What follows belongs to an exercise in optimizing a design on an open flow for small area; a production flow would make more cautious choices. Function was checked by simulation only, so behaviour that the tests miss may differ from the original.

**config.mk**
```make
export PLATFORM = sky130hd
export DESIGN_NAME = top_iq_demod
export DESIGN_NICKNAME = top_iq_demod
export VERILOG_FILES = /design/flow/design.v
export SDC_FILE = /design/flow/constraint.sdc
export NUM_CORES = 4
export LEC_CHECK = 0
export ABC_AREA = 1
export CAP_MARGIN = 20
export CORE_MARGIN = 2
export CORE_UTILIZATION = 60
export CTS_BUF_LIST = sky130_fd_sc_hd__clkbuf_8
export CTS_CLUSTER_DIAMETER = 50
export CTS_CLUSTER_SIZE = 20
export SLEW_MARGIN = 20
```
**constraint.sdc**
```tcl
create_clock -name core_clock -period 13.0 [get_ports {clk}]
set_input_delay 2.6000 -clock core_clock [delete_from_list [all_inputs] [get_ports {clk}]]
set_output_delay 2.6000 -clock core_clock [all_outputs]
set_load 0.01 [all_outputs]
```
**design.v**
```verilog
module fa_cell (input logic a, b, ci, output logic s, co);
	assign s = a ^ b ^ ci;
	assign co = (a & b) | (a & ci) | (b & ci);
endmodule
module ha_cell (input logic a, b, output logic s, co);
	assign s = a ^ b;
	assign co = a & b;
endmodule
module fir_mac (
	input logic [4:0] sel,
	input logic [4:0] a, b, c, d,
	input logic start,
	input logic [13:0] acc,
	output logic [13:0] nacc
);
	wire hs1, hc1;
	ha_cell u1 (.a(a[0]), .b(b[0]), .s(hs1), .co(hc1));
	wire fs2, fc2;
	fa_cell u2 (.a(a[1]), .b(b[1]), .ci(hc1), .s(fs2), .co(fc2));
	wire fs3, fc3;
	fa_cell u3 (.a(a[2]), .b(b[2]), .ci(fc2), .s(fs3), .co(fc3));
	wire fs4, fc4;
	fa_cell u4 (.a(a[3]), .b(b[3]), .ci(fc3), .s(fs4), .co(fc4));
	wire fs5, fc5;
	fa_cell u5 (.a(a[4]), .b(b[4]), .ci(fc4), .s(fs5), .co(fc5));
	wire t6 = a[4] ^ b[4] ^ fc5;
	wire hs7, hc7;
	ha_cell u7 (.a(c[0]), .b(d[0]), .s(hs7), .co(hc7));
	wire fs8, fc8;
	fa_cell u8 (.a(c[1]), .b(d[1]), .ci(hc7), .s(fs8), .co(fc8));
	wire fs9, fc9;
	fa_cell u9 (.a(c[2]), .b(d[2]), .ci(fc8), .s(fs9), .co(fc9));
	wire fs10, fc10;
	fa_cell u10 (.a(c[3]), .b(d[3]), .ci(fc9), .s(fs10), .co(fc10));
	wire fs11, fc11;
	fa_cell u11 (.a(c[4]), .b(d[4]), .ci(fc10), .s(fs11), .co(fc11));
	wire t12 = c[4] ^ d[4] ^ fc11;
	wire hs13, hc13;
	ha_cell u13 (.a(hs1), .b(hs7), .s(hs13), .co(hc13));
	wire fs14, fc14;
	fa_cell u14 (.a(fs2), .b(fs8), .ci(hc13), .s(fs14), .co(fc14));
	wire fs15, fc15;
	fa_cell u15 (.a(fs3), .b(fs9), .ci(fc14), .s(fs15), .co(fc15));
	wire fs16, fc16;
	fa_cell u16 (.a(fs4), .b(fs10), .ci(fc15), .s(fs16), .co(fc16));
	wire fs17, fc17;
	fa_cell u17 (.a(fs5), .b(fs11), .ci(fc16), .s(fs17), .co(fc17));
	wire fs18, fc18;
	fa_cell u18 (.a(t6), .b(t12), .ci(fc17), .s(fs18), .co(fc18));
	wire t19 = t6 ^ t12 ^ fc18;
	wire hs20, hc20;
	ha_cell u20 (.a(hs13), .b(hs7), .s(hs20), .co(hc20));
	wire fs21, fc21;
	fa_cell u21 (.a(fs14), .b(fs8), .ci(hc20), .s(fs21), .co(fc21));
	wire fs22, fc22;
	fa_cell u22 (.a(fs15), .b(fs9), .ci(fc21), .s(fs22), .co(fc22));
	wire fs23, fc23;
	fa_cell u23 (.a(fs16), .b(fs10), .ci(fc22), .s(fs23), .co(fc23));
	wire fs24, fc24;
	fa_cell u24 (.a(fs17), .b(fs11), .ci(fc23), .s(fs24), .co(fc24));
	wire fs25, fc25;
	fa_cell u25 (.a(fs18), .b(t12), .ci(fc24), .s(fs25), .co(fc25));
	wire fs26, fc26;
	fa_cell u26 (.a(t19), .b(t12), .ci(fc25), .s(fs26), .co(fc26));
	wire t27 = t19 ^ t12 ^ fc26;
	wire [5:0] S1 = {t6, fs5, fs4, fs3, fs2, hs1};
	wire [5:0] S2 = {t12, fs11, fs10, fs9, fs8, hs7};
	wire [6:0] T = {t19, fs18, fs17, fs16, fs15, fs14, hs13};
	wire [7:0] E = {t27, fs26, fs25, fs24, fs23, fs22, fs21, hs20};
	wire t28 = (~S2[0] & (sel[0])) | (~T[1] & (sel[1])) | (~S1[0] & (sel[2])) | (T[1] & (sel[3] | sel[4]));
	wire t29 = (~S2[1] & (sel[0])) | (~T[2] & (sel[1])) | (~S1[1] & (sel[2])) | (T[2] & (sel[3] | sel[4]));
	wire t30 = (~S2[2] & (sel[0])) | (~T[3] & (sel[1])) | (~S1[2] & (sel[2])) | (T[3] & (sel[3] | sel[4]));
	wire t31 = (~S2[3] & (sel[0])) | (~T[4] & (sel[1])) | (~S1[3] & (sel[2])) | (T[4] & (sel[3] | sel[4]));
	wire t32 = (~S2[4] & (sel[0])) | (~T[5] & (sel[1])) | (~S1[4] & (sel[2])) | (T[5] & (sel[3] | sel[4]));
	wire t33 = (S2[5] & (sel[0])) | (T[6] & (sel[1])) | (S1[5] & (sel[2])) | (~T[6] & (sel[3] | sel[4]));
	wire t34 = (~T[0] & (sel[1])) | (T[0] & (sel[3] | sel[4]));
	wire t35 = (~S2[0] & (sel[0])) | (~T[0] & (sel[3]));
	wire t36 = (~S2[1] & (sel[0])) | (S2[0] & (sel[1])) | (S1[0] & (sel[2])) | (~T[1] & (sel[3]));
	wire t37 = (~S2[2] & (sel[0])) | (S2[1] & (sel[1])) | (S1[1] & (sel[2])) | (~T[2] & (sel[3]));
	wire t38 = (~S2[3] & (sel[0])) | (S2[2] & (sel[1])) | (S1[2] & (sel[2])) | (~T[3] & (sel[3]));
	wire t39 = (~S2[4] & (sel[0])) | (S2[3] & (sel[1])) | (S1[3] & (sel[2])) | (~T[4] & (sel[3])) | (E[0] & (sel[4]));
	wire t40 = (S2[5] & (sel[0])) | (S2[4] & (sel[1])) | (S1[4] & (sel[2])) | (~T[5] & (sel[3])) | (E[1] & (sel[4]));
	wire t41 = (~S2[5] & (sel[1])) | (~S1[5] & (sel[2])) | (T[6] & (sel[3])) | (E[2] & (sel[4]));
	wire t42 = (E[3] & (sel[4]));
	wire t43 = (E[4] & (sel[4]));
	wire t44 = (E[5] & (sel[4]));
	wire t45 = (E[6] & (sel[4]));
	wire t46 = (T[0] & (sel[0])) | (~E[0] & (sel[1]));
	wire t47 = (T[1] & (sel[0])) | (~E[1] & (sel[1])) | (S2[0] & (sel[2])) | (S1[0] & (sel[4]));
	wire t48 = (T[2] & (sel[0])) | (~E[2] & (sel[1])) | (S2[1] & (sel[2])) | (S2[0] & (sel[3])) | (S1[1] & (sel[4]));
	wire t49 = (T[3] & (sel[0])) | (~E[3] & (sel[1])) | (S2[2] & (sel[2])) | (S2[1] & (sel[3])) | (S1[2] & (sel[4]));
	wire t50 = (T[4] & (sel[0])) | (~E[4] & (sel[1])) | (S2[3] & (sel[2])) | (S2[2] & (sel[3])) | (S1[3] & (sel[4]));
	wire t51 = (T[5] & (sel[0])) | (~E[5] & (sel[1])) | (S2[4] & (sel[2])) | (S2[3] & (sel[3])) | (S1[4] & (sel[4]));
	wire t52 = (~T[6] & (sel[0])) | (~E[6] & (sel[1])) | (~S2[5] & (sel[2])) | (S2[4] & (sel[3])) | (~S1[5] & (sel[4]));
	wire t53 = (E[7] & (sel[1])) | (~S2[5] & (sel[3]));
	wire t54 = (~S2[0] & (sel[2]));
	wire t55 = (~S2[1] & (sel[2])) | (~S1[0] & (sel[3])) | (~E[0] & (sel[4]));
	wire t56 = (~S2[2] & (sel[2])) | (~S1[1] & (sel[3])) | (~E[1] & (sel[4]));
	wire t57 = (~S2[3] & (sel[2])) | (~S1[2] & (sel[3])) | (~E[2] & (sel[4]));
	wire t58 = (~S2[4] & (sel[2])) | (~S1[3] & (sel[3])) | (~E[3] & (sel[4]));
	wire t59 = (S2[5] & (sel[2])) | (~S1[4] & (sel[3])) | (~E[4] & (sel[4]));
	wire t60 = (S1[5] & (sel[3])) | (~E[5] & (sel[4]));
	wire t61 = (~E[6] & (sel[4]));
	wire t62 = (E[7] & (sel[4]));
	wire t63 = sel[0] | sel[1] | sel[2];
	wire t64 = sel[0] | sel[3];
	wire t65 = sel[2];
	wire t66 = sel[3] | sel[4];
	wire t67 = sel[1] | sel[3];
	wire t68 = sel[0] | sel[2] | sel[4];
	wire t69 = sel[1] | sel[2] | sel[3] | sel[4];
	wire t70 = sel[0] | sel[2] | sel[4];
	wire t71 = sel[0] | sel[1] | sel[4];
	wire t72 = sel[0] | sel[1] | sel[2] | sel[3];
	wire t73 = acc[0] & ~start;
	wire t74 = acc[1] & ~start;
	wire t75 = acc[2] & ~start;
	wire t76 = acc[3] & ~start;
	wire t77 = acc[4] & ~start;
	wire t78 = acc[5] & ~start;
	wire t79 = acc[6] & ~start;
	wire t80 = acc[7] & ~start;
	wire t81 = acc[8] & ~start;
	wire t82 = acc[9] & ~start;
	wire t83 = acc[10] & ~start;
	wire t84 = acc[11] & ~start;
	wire t85 = acc[12] & ~start;
	wire t86 = acc[13] & ~start;
	wire hs87, hc87;
	wire fs88, fc88;
	wire hs89, hc89;
	wire fs90, fc90;
	wire fs91, fc91;
	wire fs92, fc92;
	wire fs93, fc93;
	wire fs94, fc94;
	wire hs95, hc95;
	wire fs96, fc96;
	wire hs97, hc97;
	wire hs98, hc98;
	wire t99 = ~t84;
	wire hs100, hc100;
	wire hs101, hc101;
	wire hs102, hc102;
	wire fs103, fc103;
	wire fs104, fc104;
	wire fs105, fc105;
	wire fs106, fc106;
	wire fs107, fc107;
	wire fs108, fc108;
	wire fs109, fc109;
	wire fs110, fc110;
	wire fs111, fc111;
	wire fs112, fc112;
	wire t113 = ~(t86 ^ hc100);
	wire t114 = t86 | hc100;
	wire hs115, hc115;
	wire fs116, fc116;
	wire fs117, fc117;
	wire fs118, fc118;
	wire fs119, fc119;
	wire fs120, fc120;
	wire fs121, fc121;
	wire fs122, fc122;
	wire fs123, fc123;
	wire fs124, fc124;
	wire fs125, fc125;
	wire fs126, fc126;
	wire fs127, fc127;
	wire fs128, fc128;
	wire hs129, hc129;
	wire fs130, fc130;
	wire fs131, fc131;
	wire fs132, fc132;
	wire fs133, fc133;
	wire fs134, fc134;
	wire fs135, fc135;
	wire fs136, fc136;
	wire fs137, fc137;
	wire fs138, fc138;
	wire fs139, fc139;
	wire fs140, fc140;
	wire fs141, fc141;
	wire fs142, fc142;
	ha_cell u87 (.a(t76), .b(t64), .s(hs87), .co(hc87));
	fa_cell u88 (.a(t77), .b(t65), .ci(t54), .s(fs88), .co(fc88));
	ha_cell u89 (.a(t50), .b(t36), .s(hs89), .co(hc89));
	fa_cell u90 (.a(t78), .b(t66), .ci(t55), .s(fs90), .co(fc90));
	fa_cell u91 (.a(t51), .b(t37), .ci(t32), .s(fs91), .co(fc91));
	fa_cell u92 (.a(t79), .b(t67), .ci(t56), .s(fs92), .co(fc92));
	fa_cell u93 (.a(t52), .b(t38), .ci(t33), .s(fs93), .co(fc93));
	fa_cell u94 (.a(t80), .b(t68), .ci(t57), .s(fs94), .co(fc94));
	ha_cell u95 (.a(t53), .b(t39), .s(hs95), .co(hc95));
	fa_cell u96 (.a(t81), .b(t69), .ci(t58), .s(fs96), .co(fc96));
	ha_cell u97 (.a(t82), .b(t70), .s(hs97), .co(hc97));
	ha_cell u98 (.a(t83), .b(t71), .s(hs98), .co(hc98));
	ha_cell u100 (.a(t85), .b(t72), .s(hs100), .co(hc100));
	ha_cell u101 (.a(t74), .b(t63), .s(hs101), .co(hc101));
	ha_cell u102 (.a(t75), .b(t48), .s(hs102), .co(hc102));
	fa_cell u103 (.a(hs87), .b(t49), .ci(t35), .s(fs103), .co(fc103));
	fa_cell u104 (.a(hc87), .b(hs89), .ci(fs88), .s(fs104), .co(fc104));
	fa_cell u105 (.a(hc89), .b(fc88), .ci(fs91), .s(fs105), .co(fc105));
	fa_cell u106 (.a(fc91), .b(fc90), .ci(fs93), .s(fs106), .co(fc106));
	fa_cell u107 (.a(fc93), .b(fc92), .ci(hs95), .s(fs107), .co(fc107));
	fa_cell u108 (.a(hc95), .b(fc94), .ci(fs96), .s(fs108), .co(fc108));
	fa_cell u109 (.a(fc96), .b(hs97), .ci(t59), .s(fs109), .co(fc109));
	fa_cell u110 (.a(hc97), .b(hs98), .ci(t60), .s(fs110), .co(fc110));
	fa_cell u111 (.a(hc98), .b(t99), .ci(t61), .s(fs111), .co(fc111));
	fa_cell u112 (.a(t84), .b(hs100), .ci(t62), .s(fs112), .co(fc112));
	ha_cell u115 (.a(t73), .b(t46), .s(hs115), .co(hc115));
	fa_cell u116 (.a(hs101), .b(t47), .ci(t28), .s(fs116), .co(fc116));
	fa_cell u117 (.a(hc101), .b(hs102), .ci(t29), .s(fs117), .co(fc117));
	fa_cell u118 (.a(hc102), .b(fs103), .ci(t30), .s(fs118), .co(fc118));
	fa_cell u119 (.a(fc103), .b(fs104), .ci(t31), .s(fs119), .co(fc119));
	fa_cell u120 (.a(fc104), .b(fs105), .ci(fs90), .s(fs120), .co(fc120));
	fa_cell u121 (.a(fc105), .b(fs106), .ci(fs92), .s(fs121), .co(fc121));
	fa_cell u122 (.a(fc106), .b(fs107), .ci(fs94), .s(fs122), .co(fc122));
	fa_cell u123 (.a(fc107), .b(fs108), .ci(t40), .s(fs123), .co(fc123));
	fa_cell u124 (.a(fc108), .b(fs109), .ci(t41), .s(fs124), .co(fc124));
	fa_cell u125 (.a(fc109), .b(fs110), .ci(t42), .s(fs125), .co(fc125));
	fa_cell u126 (.a(fc110), .b(fs111), .ci(t43), .s(fs126), .co(fc126));
	fa_cell u127 (.a(fc111), .b(fs112), .ci(t44), .s(fs127), .co(fc127));
	fa_cell u128 (.a(fc112), .b(t113), .ci(t45), .s(fs128), .co(fc128));
	ha_cell u129 (.a(t34), .b(hs115), .s(hs129), .co(hc129));
	fa_cell u130 (.a(fs116), .b(hc115), .ci(hc129), .s(fs130), .co(fc130));
	fa_cell u131 (.a(fs117), .b(fc116), .ci(fc130), .s(fs131), .co(fc131));
	fa_cell u132 (.a(fs118), .b(fc117), .ci(fc131), .s(fs132), .co(fc132));
	fa_cell u133 (.a(fs119), .b(fc118), .ci(fc132), .s(fs133), .co(fc133));
	fa_cell u134 (.a(fs120), .b(fc119), .ci(fc133), .s(fs134), .co(fc134));
	fa_cell u135 (.a(fs121), .b(fc120), .ci(fc134), .s(fs135), .co(fc135));
	fa_cell u136 (.a(fs122), .b(fc121), .ci(fc135), .s(fs136), .co(fc136));
	fa_cell u137 (.a(fs123), .b(fc122), .ci(fc136), .s(fs137), .co(fc137));
	fa_cell u138 (.a(fs124), .b(fc123), .ci(fc137), .s(fs138), .co(fc138));
	fa_cell u139 (.a(fs125), .b(fc124), .ci(fc138), .s(fs139), .co(fc139));
	fa_cell u140 (.a(fs126), .b(fc125), .ci(fc139), .s(fs140), .co(fc140));
	fa_cell u141 (.a(fs127), .b(fc126), .ci(fc140), .s(fs141), .co(fc141));
	fa_cell u142 (.a(fs128), .b(fc127), .ci(fc141), .s(fs142), .co(fc142));
	assign nacc = {fs142, fs141, fs140, fs139, fs138, fs137, fs136, fs135, fs134, fs133, fs132, fs131, fs130, hs129};
endmodule
module top_iq_demod(
	input logic clk,
	input logic resetn,
	input bit ADC_rdy_i,
	input logic signed [4:0] I_IF,
	input logic signed [4:0] Q_IF,
	output bit demod_iq_valid,
	output logic signed [4:0] I_BB,
	output logic signed [4:0] Q_BB
);
logic [2:0] cnt;
logic [1:0] ph;
logic [2:0] cpt;
logic e, w;
logic first;
wire shift = e & (cpt == 3'd4);
always_ff @(posedge clk, negedge resetn)
	if (~resetn) begin
		cnt <= 0; ph <= 0; cpt <= 0; e <= 0; w <= 0; first <= 1;
	end else begin
		cnt <= (cnt == 3'd4) ? 3'd0 : cnt + 3'd1;
		if (cnt == 3'd4) begin ph <= ph + 2'd1; first <= 0; end
		cpt <= shift ? 3'd0 : cpt + 3'd1;
		e <= ~e & ~w & ADC_rdy_i;
		w <= e | (w & ADC_rdy_i);
	end
wire [4:0] sel = {cnt == 3'd0, cnt == 3'd4, cnt == 3'd3, cnt == 3'd2, cnt == 3'd1};
wire [4:0] xi = ph[0] ? Q_IF : I_IF;
wire [4:0] xq = ph[0] ? I_IF : Q_IF;
wire [4:0] in_i = ph[1] ? xi : -xi;
wire [4:0] in_q = (ph[0] ^ ph[1]) ? xq : -xq;
wire [4:0] z = {sel[0], sel[1], sel[2], sel[3], sel[4]};
wire [4:0] f = {sel[4], sel[0], sel[1], sel[2], sel[3]};
logic [4:0] ra_i [0:4], rb_i [0:4], rc_i [0:4], rd_i [0:4];
logic [4:0] ra_q [0:4], rb_q [0:4], rc_q [0:4], rd_q [0:4];
logic [4:0] pa_i [0:4], pb_i [0:4], pc_i [0:4], pd_i [0:4];
logic [4:0] pa_q [0:4], pb_q [0:4], pc_q [0:4], pd_q [0:4];
always_comb
	for (int j = 0; j < 5; j++) begin
		pa_i[j] = ra_i[j]; pb_i[j] = rb_i[j]; pc_i[j] = rc_i[j]; pd_i[j] = rd_i[j];
		pa_q[j] = ra_q[j]; pb_q[j] = rb_q[j]; pc_q[j] = rc_q[j]; pd_q[j] = rd_q[j];
		if (j == 0 && first) begin
			pa_i[j] = 0; pb_i[j] = 0; pc_i[j] = 0; pd_i[j] = 0;
			pa_q[j] = 0; pb_q[j] = 0; pc_q[j] = 0; pd_q[j] = 0;
		end
	end
always_ff @(posedge clk)
	for (int j = 0; j < 5; j++) begin
		if (shift) begin
			ra_i[j] <= z[j] ? in_i : pb_i[j];
			rb_i[j] <= pa_i[(j+1)%5];
			rc_i[j] <= f[j] ? pb_i[(j+1)%5] : pd_i[(j+2)%5];
			rd_i[j] <= pc_i[(j+1)%5];
			ra_q[j] <= z[j] ? in_q : pb_q[j];
			rb_q[j] <= pa_q[(j+1)%5];
			rc_q[j] <= f[j] ? pb_q[(j+1)%5] : pd_q[(j+2)%5];
			rd_q[j] <= pc_q[(j+1)%5];
		end else begin
			ra_i[j] <= pa_i[(j+1)%5]; rb_i[j] <= pb_i[(j+1)%5];
			rc_i[j] <= pc_i[(j+1)%5]; rd_i[j] <= pd_i[(j+1)%5];
			ra_q[j] <= pa_q[(j+1)%5]; rb_q[j] <= pb_q[(j+1)%5];
			rc_q[j] <= pc_q[(j+1)%5]; rd_q[j] <= pd_q[(j+1)%5];
		end
	end
logic [13:9] acc_i_h, acc_q_h;
logic [8:0] acc_i_l, acc_q_l;
logic [4:0] h_i, h_q;
wire start = (cpt == 3'd0);
wire [13:0] acc_i = {acc_i_h, acc_i_l};
wire [13:0] acc_q = {acc_q_h, acc_q_l};
wire [13:0] nacc_i, nacc_q;
fir_mac mac_i (.sel(sel), .a(pa_i[0]), .b(pb_i[0]), .c(pc_i[0]), .d(pd_i[0]), .start(start), .acc(acc_i), .nacc(nacc_i));
fir_mac mac_q (.sel(sel), .a(pa_q[0]), .b(pb_q[0]), .c(pc_q[0]), .d(pd_q[0]), .start(start), .acc(acc_q), .nacc(nacc_q));
always_ff @(posedge clk, negedge resetn)
	if (~resetn) begin
		acc_i_h <= 0; acc_q_h <= 0; I_BB <= 0; Q_BB <= 0;
	end else begin
		acc_i_h <= nacc_i[13:9];
		acc_q_h <= nacc_q[13:9];
		if (cpt == 3'd2) begin I_BB <= h_i; Q_BB <= h_q; end
	end
always_ff @(posedge clk) begin
	acc_i_l <= nacc_i[8:0];
	acc_q_l <= nacc_q[8:0];
	if (start) begin h_i <= acc_i[13:9]; h_q <= acc_q[13:9]; end
end
assign demod_iq_valid = (cpt == 3'd3);
endmodule
```
**flow/run.sh**
```bash
#!/bin/bash
# Layout flow: the standard ORFS flow (standard.sh) with two changes in how the
# layout is made:
#  - synthesis maps the combinational logic with an area-oriented ABC script
#    (abc_area.script in this folder) instead of ORFS's default one; registers are
#    mapped by the unchanged standard synthesis (ABC never touches them);
#  - the port buffers are the smallest buffer, sky130_fd_sc_hd__buf_1.
# Every tool's full output goes to the ORFS logs (orfs/logs/...) and to flow.log here.
set -euo pipefail
here=$(pwd)
rm -rf "$here/scripts"
cp -r "$FLOW_HOME/scripts" "$here/scripts"
cp "$here/flow/abc_area.script" "$here/scripts/abc_area.script"
bash standard.sh "SCRIPTS_DIR=$here/scripts" "BUFFER_PORTS_ARGS=-buffer_cell sky130_fd_sc_hd__buf_1" finish > "$here/flow.log" 2>&1
```
**flow/abc_area.script**
```
strash
dc2
dch
amap -F 3 -A 8
topo
```
**standard.sh**
```bash
#!/bin/bash
# synth_recipe.tcl (not shown) runs the flow's synth.tcl, then flattens the netlist and writes it again
# the make line also repeats each setting of config.mk as NAME=value (left out here)
make -C /OpenROAD-flow-scripts/flow DESIGN_CONFIG=/design/flow/config.mk WORK_HOME=/design/flow/orfs CLKGATE_MAP_FILE= SYNTH_SCRIPT=/design/flow/synth_recipe.tcl "${@:-finish}"
```
==> results_dict.tcl, run 1 <==
set metrics [dict create \
    status "timing/DRC/antenna clean" \
    avgSynthCellArea_um2 9.38 \
    clkSlewWorstSetupHoldPaths_ps 100 \
    cts-resized-gates 0 \
    viasPerCell 5.97 \
    yosysUniqueCellTypes 30 \
    grt_pass1_wl_mm 53.1 \
    nets 1662 \
    die_area_um2 23400 \
    drt_iter0_markers 1052 \
    yosys.area.top_type_share 0.327 \
    cp_max_fo 20 \
    cp_common_cell "fa_1" \
    yosys-top-cells-area "dfxtp_1, fa_1, clkinv_1, dfrtp_1, ha_1" \
    drtPass1Iterations 5 \
    crit_type "register to register" \
    std_cell_rows 54 \
    dp_hpwl_mm 21.2 \
    ant_nets 0 \
    multi_input_area_um2 7110 \
    final_util 0.673 \
    cp_slowest_stage_delay_ps 550 \
    crit_path_top_delay_cell "o21ai_0" \
    antennaDiodeCount 0 \
    relSlewSlack 0.373 \
    setup_viol 0 \
    max_cap_violations 0 \
    grt_pass1_vias 10300 \
    setup.worst_path.start "first$_DFFE_PN1P_" \
    worstMarginPinSlew_ps 941 \
    numCtsBuffers 30 \
    cts_setup_buffers 0 \
    routabilityCongestion 0.864 \
    vias 10700 \
    fmax_mhz 105 \
    synth_top_area_cell "dfxtp_1" \
    worstPathArrival_ps 9960 \
    die_h_um 153 \
    fill_cells 1829 \
    finClkSkew_ps 27.1 \
    area_delta_synth_final_pct 10.1 \
    root_buffer "clkbuf_8" \
    cts_tree "built" \
    hp-class "register to register" \
    grt_overflow_total 0 \
    hp-start "ra_i[1][3]$_DFF_P_" \
    grt_max_degree 204 \
    grt_usage 0.280 \
    htreeDepth 1 \
    drv_slew 0 \
    end_kind "register" \
    cts.path.max_buffers 3 \
    antenna_found_initial 0 \
    hold_depth 2 \
    fin_tns_setup_ps 0 \
    postCtsHoldBufs 0 \
    synth.cell_area_um2 13300 \
    drc_errors 0 \
    finalHoldViolations 0 \
    rsz0062_at_grt "no" \
    r2r_cells 29 \
    io_buffer_count 23 \
    synth-seq-cells 259 \
    layout-drive-gt1-share 0.0522 \
    register_area_um2 5440 \
    timing.rr.start "first$_DFFE_PN1P_" \
    clk_latency_ps 620 \
    wl_mm 32.5 \
    ioPinCount 24 \
    fp.dieW_um 153 \
    core_area_um2 21800 \
    synthCells 1422 \
    wl_per_cell_um 18.1 \
    syn_nets 1594 \
    cts_num_sinks 259 \
    cp.required_ps 13480 \
    crit_path_start_kind "register" \
    ys_warn_count 33 \
    start_util 0.611 \
    fin_crit_sh 0.730 \
    ys_seq_area_frac 0.408 \
    period_needed_ps 9490 \
]
[layout make-up]
cell class / count / area share
sequential: 259 / 0.370
multi-input combinational: 944 / 0.484
timing repair buffer: 37 / 0.0134
clock buffer: 32 / 0.0300
inverter: 218 / 0.0562
tap: 280 / 0.0238
clock inverter: 24 / 0.0224
[critical path: cells and delay by family, from the launching register on]
family / cells / cell delay, ps
buf+inv: 6 / 630
simple gates: 1 / 170
flops: 1 / 380
compound gates: 3 / 1090
fa+ha+maj: 19 / 7040
[metrics by stage]
| step | instance area (um2) | instances | hold slack (ps) | worst slack (ps) |
|---|---|---|---|---|
| floorplan | 13300 | 1422 | 409 | 3890 |
| global placement | 13900 | 1738 | 411 | 3740 |
| detailed placement | 13900 | 1738 | 424 | 3580 |
| CTS | 14700 | 1794 | 421 | 3570 |
| global route | 14700 | 1794 | 442 | 2940 |
| finish | 14700 | 1794 | 420 | 3510 |
[path summary, 6_finish.rpt]
check	to	slack [ps]
min in group asynchronous	ph[0]$_DFFE_PN0P_	2110
worst max-delay path	acc_q_h[12]$_DFF_PN0_	3510
worst min-delay path	rb_i[0][3]$_DFF_P_	420
max in group asynchronous	cnt[1]$_DFF_PN0_	10310
worst min register to register	rb_i[0][3]$_DFF_P_	420
worst max register to register	acc_q_h[12]$_DFF_PN0_	3510
[metal layers]
layer | track usage | up-vias | share of wire | routed length (um)
met5 | 0 | - | 0 | 0
met4 | 0.0789 | 0 | 0.024 | 764
met3 | 0.0380 | 57 | 0.068 | 2220
met2 | 0.436 | 381 | 0.44 | 14100
met1 | 0.411 | 5065 | 0.47 | 15400
li1 | - | 5212 | - | -
[logic make-up (layout without fill, tap and decap cells)]
group | after synthesis | in the layout | synth area share
AO/OA/AOI/OAI | 489 | 489 | 0.236
adder cells (fa/ha/maj) | 159 | 159 | 0.205
buffers and inverters | 219 | 311 | 0.0616
flip-flops | 259 | 259 | 0.408
AND/OR/NAND/NOR | 296 | 296 | 0.0894
[synth_stat cells]
master	n
a21oi_1	119
o21ai_0	115
o221a_1	2
fa_1	100
dfrtp_1	30
o22a_1	27
a222oi_1	19
dfstp_2	1
o21a_1	1
o221ai_1	67
ha_1	59
nor3b_1	1
nand4_1	1
nand2_1	107
nor3_1	1
edfxtp_1	10
a221oi_1	20
or2_0	2
nand3_1	3
nor2b_1	26
nor2_1	155
a22oi_1	5
o211ai_1	1
a31oi_1	13
clkinv_1	218
a21o_1	2
o22ai_1	96
buf_1	1
a211oi_1	2
dfxtp_1	218
[layout by cell type, fill, tap and decap left out, drive strengths merged, types with 5 or more instances in the layout]
| cell type | n |
|---|---|
| a31oi | 13 |
| fa | 100 |
| o22ai | 96 |
| o221ai | 67 |
| dfrtp | 30 |
| nor2b | 26 |
| inv | 13 |
| a222oi | 19 |
| clkinv | 224 |
| a221oi | 20 |
| nor2 | 155 |
| clkbuf | 33 |
| nand2 | 107 |
| a22oi | 5 |
| edfxtp | 10 |
| o22a | 27 |
| o21ai | 115 |
| a21oi | 119 |
| ha | 59 |
| dfxtp | 218 |
| buf | 36 |
[flip-flops by register name, summed over array words and instances (netlist names), 5 cells and up]
| register | count |
|---|---|
| I_BB | 5 |
| Q_BB | 5 |
| acc_i_h | 5 |
| acc_i_l | 9 |
| acc_q_h | 5 |
| acc_q_l | 9 |
| h_i | 5 |
| h_q | 5 |
| ra_i | 25 |
| ra_q | 25 |
| rb_i | 25 |
| rb_q | 25 |
| rc_i | 25 |
| rc_q | 25 |
| rd_i | 25 |
| rd_q | 25 |
==> inputs of run 2 (changes only) <==
==> flow/run.sh (replaced) <==
#!/bin/bash
# Layout flow: the standard ORFS flow (standard.sh) with these changes in how the
# layout is made:
#  - synthesis maps the combinational logic with an area-oriented ABC script
#    (abc_area.script in this folder) instead of ORFS's default one; registers are
#    mapped by the unchanged standard synthesis (ABC never touches them);
#  - the port buffers are the smallest buffer, sky130_fd_sc_hd__buf_1;
#  - clock tree synthesis inserts no dummy loads.
# Every tool's full output goes to the ORFS logs (orfs/logs/...) and to flow.log here.
set -euo pipefail
here=$(pwd)
rm -rf "$here/scripts"
cp -r "$FLOW_HOME/scripts" "$here/scripts"
cp "$here/flow/abc_area.script" "$here/scripts/abc_area.script"
bash standard.sh "SCRIPTS_DIR=$here/scripts" \
	"BUFFER_PORTS_ARGS=-buffer_cell sky130_fd_sc_hd__buf_1" \
	"CTS_ARGS=-sink_clustering_enable -repair_clock_nets -buf_list sky130_fd_sc_hd__clkbuf_8 -sink_clustering_size 20 -sink_clustering_max_diameter 50 -dont_use_dummy_load" \
	finish > "$here/flow.log" 2>&1
==> flow/abc_area.script (replaced) <==
strash
dc2
&get -n
&deepsyn -T 60 -S 7
&put
dch
amap -F 3 -A 8
topo
==> run 2 against run 1 <==
Against the previous run:
- die area fell by 1.0%
- critical path depth rose by 6
- design area fell by 3.4%
- global-route usage rose by 0.46 points
- hold slack got worse by 39 ps
- register-to-register slack got worse by 700 ps
- clock skew rose by 69 ps
- clock-buffer cell count fell by 7
- core utilization fell by 1.9 points
- sequential share of layout area rose by 1.3 points
- setup slack got worse by 700 ps
==> results_dict.tcl, run 2 <==
set metrics [dict create \
    root_buffer "clkbuf_8" \
    end_kind "register" \
    crit_type "register to register" \
    numCtsBuffers 25 \
    syn_nets 1530 \
    r2r_cells 35 \
    yosys-top-cells-area "dfxtp_1, fa_1, clkinv_1, a222oi_1, dfrtp_1" \
    synth-seq-cells 259 \
    antenna_found_initial 1 \
    synthFlopType "dfxtp_1" \
    ys_seq_area_frac 0.412 \
    dp_hpwl_mm 22.1 \
    htreeDepth 1 \
    final_util 0.654 \
    yosysMostFrequentCell "clkinv_1" \
    max_cap_violations 0 \
    cp.required_ps 13450 \
    grt_usage 0.284 \
    synth.cell_area_um2 13200 \
    die_area_um2 23200 \
    register_area_um2 5440 \
    multi_input_area_um2 6690 \
    fmax_mhz 98.1 \
    layout-drive-gt1-share 0.0413 \
    synthArstFlopShare 0.120 \
    viasPerCell 6.11 \
    synth_top_area_cell "dfxtp_1" \
    rsz0062_at_grt "no" \
    wl_mm 32.8 \
    drt_iter0_markers 1270 \
    wl_per_cell_um 19.2 \
    top_layer "met4" \
    cts_tree "built" \
    finClkSkew_ps 95.7 \
    status "timing/DRC/antenna clean" \
    ioPinCount 24 \
    grt_max_degree 114 \
    cts_setup_buffers 0 \
    die_h_um 152 \
    std_cell_rows 54 \
    r2r_slack_ps 2810 \
    cts.path.max_buffers 3 \
    grt_pass1_vias 10200 \
    timing.rr.start "first$_DFFE_PN1P_" \
    io_buffer_count 23 \
    worst-path-buf-inv 7 \
    final_cell_mix "clkinv_1, dfxtp_1, nand2_1" \
    setup_viol 0 \
    worstMarginPinSlew_ps 1150 \
    wl_met3_mm 2.68 \
    synthCells 1358 \
    cts_num_sinks 259 \
    yosys.area.top_type_share 0.331 \
    hold_path_end "rc_i[0][4]$_DFF_P_" \
    period_needed_ps 10190 \
    grt_pass1_wl_mm 53.7 \
    wl_met1_mm 14.8 \
    synth_edf_count 10 \
    ant_nets 0 \
    crit_family "adder cells" \
    drtPass1Iterations 6 \
    regToRegEndpoint "acc_q_h[13]$_DFF_PN0_" \
    hold_depth 2 \
    drc_errors 0 \
    cts-resized-gates 0 \
    vias 10400 \
    hp-class "register to register" \
    cp_slowest_stage_delay_ps 540 \
    avgSynthCellArea_um2 9.72 \
    start_util 0.609 \
    core_area_um2 21700 \
    postCtsHoldBufs 0 \
    yosysUniqueCellTypes 30 \
    cp_common_cell "fa_1" \
    cp_max_fo 46 \
    synth_common_cells "clkinv_1, dfxtp_1, nand2_1" \
    clk_latency_ps 590 \
    finalHoldViolations 0 \
    area_delta_synth_final_pct 7.49 \
    routabilityCongestion 0.902 \
    grt_overflow_total 0 \
    final_common_cell "clkinv_1" \
    hold_ws_ps 381 \
    fp.dieW_um 152 \
    fill_cells 1848 \
    crit_path_start_kind "register" \
    worstPathArrival_ps 10640 \
    wl_met2_mm 14.4 \
    nets 1601 \
    crit_path_top_delay_cell "fa_1" \
    relSlewSlack 0.230 \
    ys_warn_count 33 \
    clkSlewWorstSetupHoldPaths_ps 100 \
    hp-start "rc_i[1][4]$_DFF_P_" \
    fin_tns_setup_ps 0 \
    fin_crit_sh 0.784 \
    drv_slew 0 \
]
[run 2: area by class of cell]
cell class                 instances  share of cell area
timing repair buffer              45              0.0181
multi-input combinational        803               0.471
clock buffer                      25              0.0242
tap                              280              0.0247
sequential                       259               0.383
inverter                         295              0.0781
antenna                            1            0.000176
[run 2: kinds of logic (layout without fill, tap and decap cells)]
group                      count (synthesis)  after routing  synth area share
AOI/OAI and AO/OA                        417            417             0.225
buffers and inverters                    296            365            0.0841
and+or+nand+nor                          225            225            0.0703
xor gates and xnor gates                   2              2           0.00133
other                                      0              1                 0
DFF                                      259            259             0.412
adders and majority gates                159            159             0.208
[run 2: metrics by stage]
stage,instance area [um2],std cells,worst slack [ps]
global placement,13800,1682,3320
detailed placement,13800,1682,3030
finish,14200,1708,2810
floorplan,13200,1358,3680
CTS,14200,1707,2930
global route,14200,1707,2120
[run 2: routing by layer]
layer  vias up  track usage
met4         0       0.0814
met5         -            0
met1      4939        0.413
li1       4977            -
met2       462        0.443
met3        65       0.0478
[run 2: how the worst max path moves through the flow]
stage / start / endpoint / slack (ps) / cells after the start
floorplan: first$_DFFE_PN1P_ / acc_q_h[13]$_DFF_PN0_ / 3680 / 39
global placement: first$_DFFE_PN1P_ / acc_q_h[13]$_DFF_PN0_ / 3320 / 34
detailed placement: first$_DFFE_PN1P_ / acc_q_h[13]$_DFF_PN0_ / 3030 / 35
CTS: first$_DFFE_PN1P_ / acc_q_h[13]$_DFF_PN0_ / 2930 / 35
global route: first$_DFFE_PN1P_ / acc_q_h[13]$_DFF_PN0_ / 2120 / 40
finish: first$_DFFE_PN1P_ / acc_q_h[13]$_DFF_PN0_ / 2810 / 35
[run 2: worst min-delay path, cell delays in order (launching register included)]
cell and delay, ps:
dfxtp_1 290, clkinv_1 40, a222oi_1 70
==> inputs of run 3 (changes only) <==
--- a/flow/run.sh
+++ b/flow/run.sh
@@ -14,5 +14,5 @@
 cp "$here/flow/abc_area.script" "$here/scripts/abc_area.script"
 bash standard.sh "SCRIPTS_DIR=$here/scripts" \
 	"BUFFER_PORTS_ARGS=-buffer_cell sky130_fd_sc_hd__buf_1" \
-	"CTS_ARGS=-sink_clustering_enable -repair_clock_nets -buf_list sky130_fd_sc_hd__clkbuf_8 -sink_clustering_size 20 -sink_clustering_max_diameter 50 -dont_use_dummy_load" \
+	"CTS_ARGS=-sink_clustering_enable -repair_clock_nets -buf_list sky130_fd_sc_hd__clkbuf_16 -sink_clustering_size 30 -sink_clustering_max_diameter 80 -dont_use_dummy_load" \
 	finish > "$here/flow.log" 2>&1
==> config.mk (replaced) <==
export PLATFORM = sky130hd
export DESIGN_NAME = top_iq_demod
export DESIGN_NICKNAME = top_iq_demod
export VERILOG_FILES = /design/flow/design.v
export SDC_FILE = /design/flow/constraint.sdc
export NUM_CORES = 4
export LEC_CHECK = 0
export ABC_AREA = 1
export CAP_MARGIN = 0
export CORE_MARGIN = 2
export CORE_UTILIZATION = 60
export SLEW_MARGIN = 0
==> run 3 against run 2 <==
Against the previous run:
- setup slack improved by 3.8 ps
- non-clock buffer count did not move
- design area rose by 0.14%
- sequential cell count did not move
- wire length fell by 0.43%
- critical path depth did not move
==> results_dict.tcl, run 3 <==
set metrics [dict create \
    numCtsBuffers 15 \
    antenna_found_initial 0 \
    avgSynthCellArea_um2 9.72 \
    status "timing/DRC/antenna clean" \
    final_common_cell "clkinv_1" \
    ant_nets 0 \
    finClkSkew_ps 55.7 \
    clkSlewWorstSetupHoldPaths_ps 110 \
    synth_common_cells "clkinv_1, dfxtp_1, nand2_1" \
    hp-class "register to register" \
    cp_slowest_stage_delay_ps 540 \
    register_area_um2 5440 \
    die_h_um 152 \
    grt_usage 0.284 \
    regToRegEndpoint "acc_q_h[13]$_DFF_PN0_" \
    ioPinCount 24 \
    cp_max_fo 46 \
    htreeDepth 1 \
    fin_ws_ps 2810 \
    hold_depth 2 \
    viasPerCell 6.13 \
    fin_tns_setup_ps 0 \
    fp.dieW_um 152 \
    ys_warn_count 33 \
    io_buffer_count 23 \
    finalHoldViolations 0 \
    drt_iter0_markers 1253 \
    setup_viol 0 \
    final_cell_mix "clkinv_1, dfxtp_1, nand2_1" \
    fmax_mhz 98.2 \
    period_needed_ps 10190 \
    grt_pass1_wl_mm 53.7 \
    wl_mm 32.6 \
    worstMarginPinSlew_ps 1150 \
    timing.rr.start "first$_DFFE_PN1P_" \
    grt_max_degree 114 \
    end_kind "register" \
    crit_path_top_delay_cell "fa_1" \
    drtPass1Iterations 10 \
    synthFlopType "dfxtp_1" \
    cp.required_ps 13400 \
    clk_latency_ps 500 \
    dp_hpwl_mm 22.1 \
    fin_crit_sh 0.784 \
    cts-resized-gates 0 \
    stdcell_area_um2 14200 \
    crit_type "register to register" \
    cts_tree "built" \
    ys_seq_area_frac 0.412 \
    synth_top_area_cell "dfxtp_1" \
    fill_cells 1834 \
    synthArstFlopShare 0.120 \
    grt_overflow_total 0 \
    die_area_um2 23200 \
    r2r_cells 35 \
    synth_edf_count 10 \
    synth-seq-cells 259 \
    crit_path_start_kind "register" \
    cts_num_sinks 259 \
    root_buffer "clkbuf_16" \
    drc_errors 0 \
    yosys-top-cells-area "dfxtp_1, fa_1, clkinv_1, a222oi_1, dfrtp_1" \
    core_area_um2 21700 \
    cts.path.max_buffers 3 \
    hold_path_end "rc_q[2][1]$_DFF_P_" \
    grt_pass1_vias 10100 \
    synth.cell_area_um2 13200 \
    rsz0062_at_grt "no" \
    postCtsHoldBufs 0 \
    post-place-ws_ps 3030 \
    routabilityCongestion 0.902 \
    synthCells 1358 \
    r2r_slack_ps 2810 \
    yosys.area.top_type_share 0.331 \
    hold_ws_ps 424 \
    cp_common_cell "fa_1" \
    antennaDiodeCount 0 \
    multi_input_area_um2 6680 \
    start_util 0.609 \
    max_cap_violations 0 \
    setup.worst_path.start "first$_DFFE_PN1P_" \
    layout-drive-gt1-share 0.0346 \
    hp-start "rd_q[4][1]$_DFF_P_" \
    nets 1591 \
    placed_cell_area_um2 13800 \
    yosysMostFrequentCell "clkinv_1" \
    vias 10400 \
    relSlewSlack 0.229 \
    worstPathArrival_ps 10590 \
    wl_per_cell_um 19.2 \
    area_delta_synth_final_pct 7.64 \
    std_cell_rows 54 \
    drv_slew 0 \
    syn_nets 1530 \
    cts_setup_buffers 0 \
    yosysUniqueCellTypes 30 \
]
[run 3: cell counts after synthesis]
Identical to the previous run, type by type.
[run 3: cells by family after synthesis]
group                    Yosys count  synth area share
AO/OA/AOI/OAI                    417             0.225
buffers and inverters            296            0.0841
adder cells (fa/ha/maj)          159             0.208
XOR/XNOR                           2           0.00133
flip-flops                       259             0.412
AND/OR/NAND/NOR                  225            0.0703
[run 3: cell type report]
class,count,share of cell area
Multi-Input combinational cell,803,0.470
Sequential cell,259,0.383
Inverter,295,0.0780
Clock buffer,15,0.0264
Tap cell,280,0.0247
Timing Repair Buffer,45,0.0178
[run 3: metrics by stage]
step,utilization,instances
after global routing,0.655,1697
after detailed placement,0.638,1682
final,0.655,1697
after global placement,0.638,1682
after floorplan,-,1358
after CTS,0.655,1697
[run 3: worst max-delay path, delay by kind of cell, from the launching register on]
family | cells | cell delay [ps]
AOI/OAI and AO/OA | 5 | 1350
xor gates and xnor gates | 1 | 210
adders and majority gates | 19 | 6990
buffers and inverters | 7 | 830
DFF | 1 | 400
and+or+nand+nor | 3 | 290
[run 3: how the worst max path moves through the flow]
stage	depth (start not counted)	end
global placement	34	acc_q_h[13]$_DFF_PN0_
global route	40	acc_q_h[13]$_DFF_PN0_
detailed placement	35	acc_q_h[13]$_DFF_PN0_
floorplan	39	acc_q_h[13]$_DFF_PN0_
finish	35	acc_q_h[13]$_DFF_PN0_
CTS	35	acc_q_h[13]$_DFF_PN0_
[run 3: per-layer routing]
layer / share of wire / track usage
met1: 0.45 / 0.419
met2: 0.45 / 0.447
met3: 0.075 / 0.0330
met4: 0.024 / 0.0783
met5: 0 / 0

afterwards: timing with drivers on the ports:
The flow's constraints put no driver on any port. The routed layouts listed below were extracted and timed again, unchanged, in two steps. Step 1 sets driving cells, clkbuf_16 on the clock port and buf_2 on the other inputs (assumed; they add their load-dependent delay and slew). Step 2 also shifts input and output timing later by t, the mid clock arrival at the registers, as if the neighbouring blocks saw the same clock. Three values: ideal, step 1, step 2; two values: the first two.
run	t (ns)	setup WS [ns]	clock arrival spread, ns	worst register clock-pin slew, ns
run 1	0.646	3.511 / 3.511 / 3.511	0.028 / 0.028	0.10 / 0.10
run 2	0.594	2.810 / 2.810 / 2.810	0.102 / 0.102	0.11 / 0.11
run 3	0.522	2.814 / 2.814 / 2.814	0.059 / 0.058	0.11 / 0.11
After both steps setup and hold are still met in every run listed.
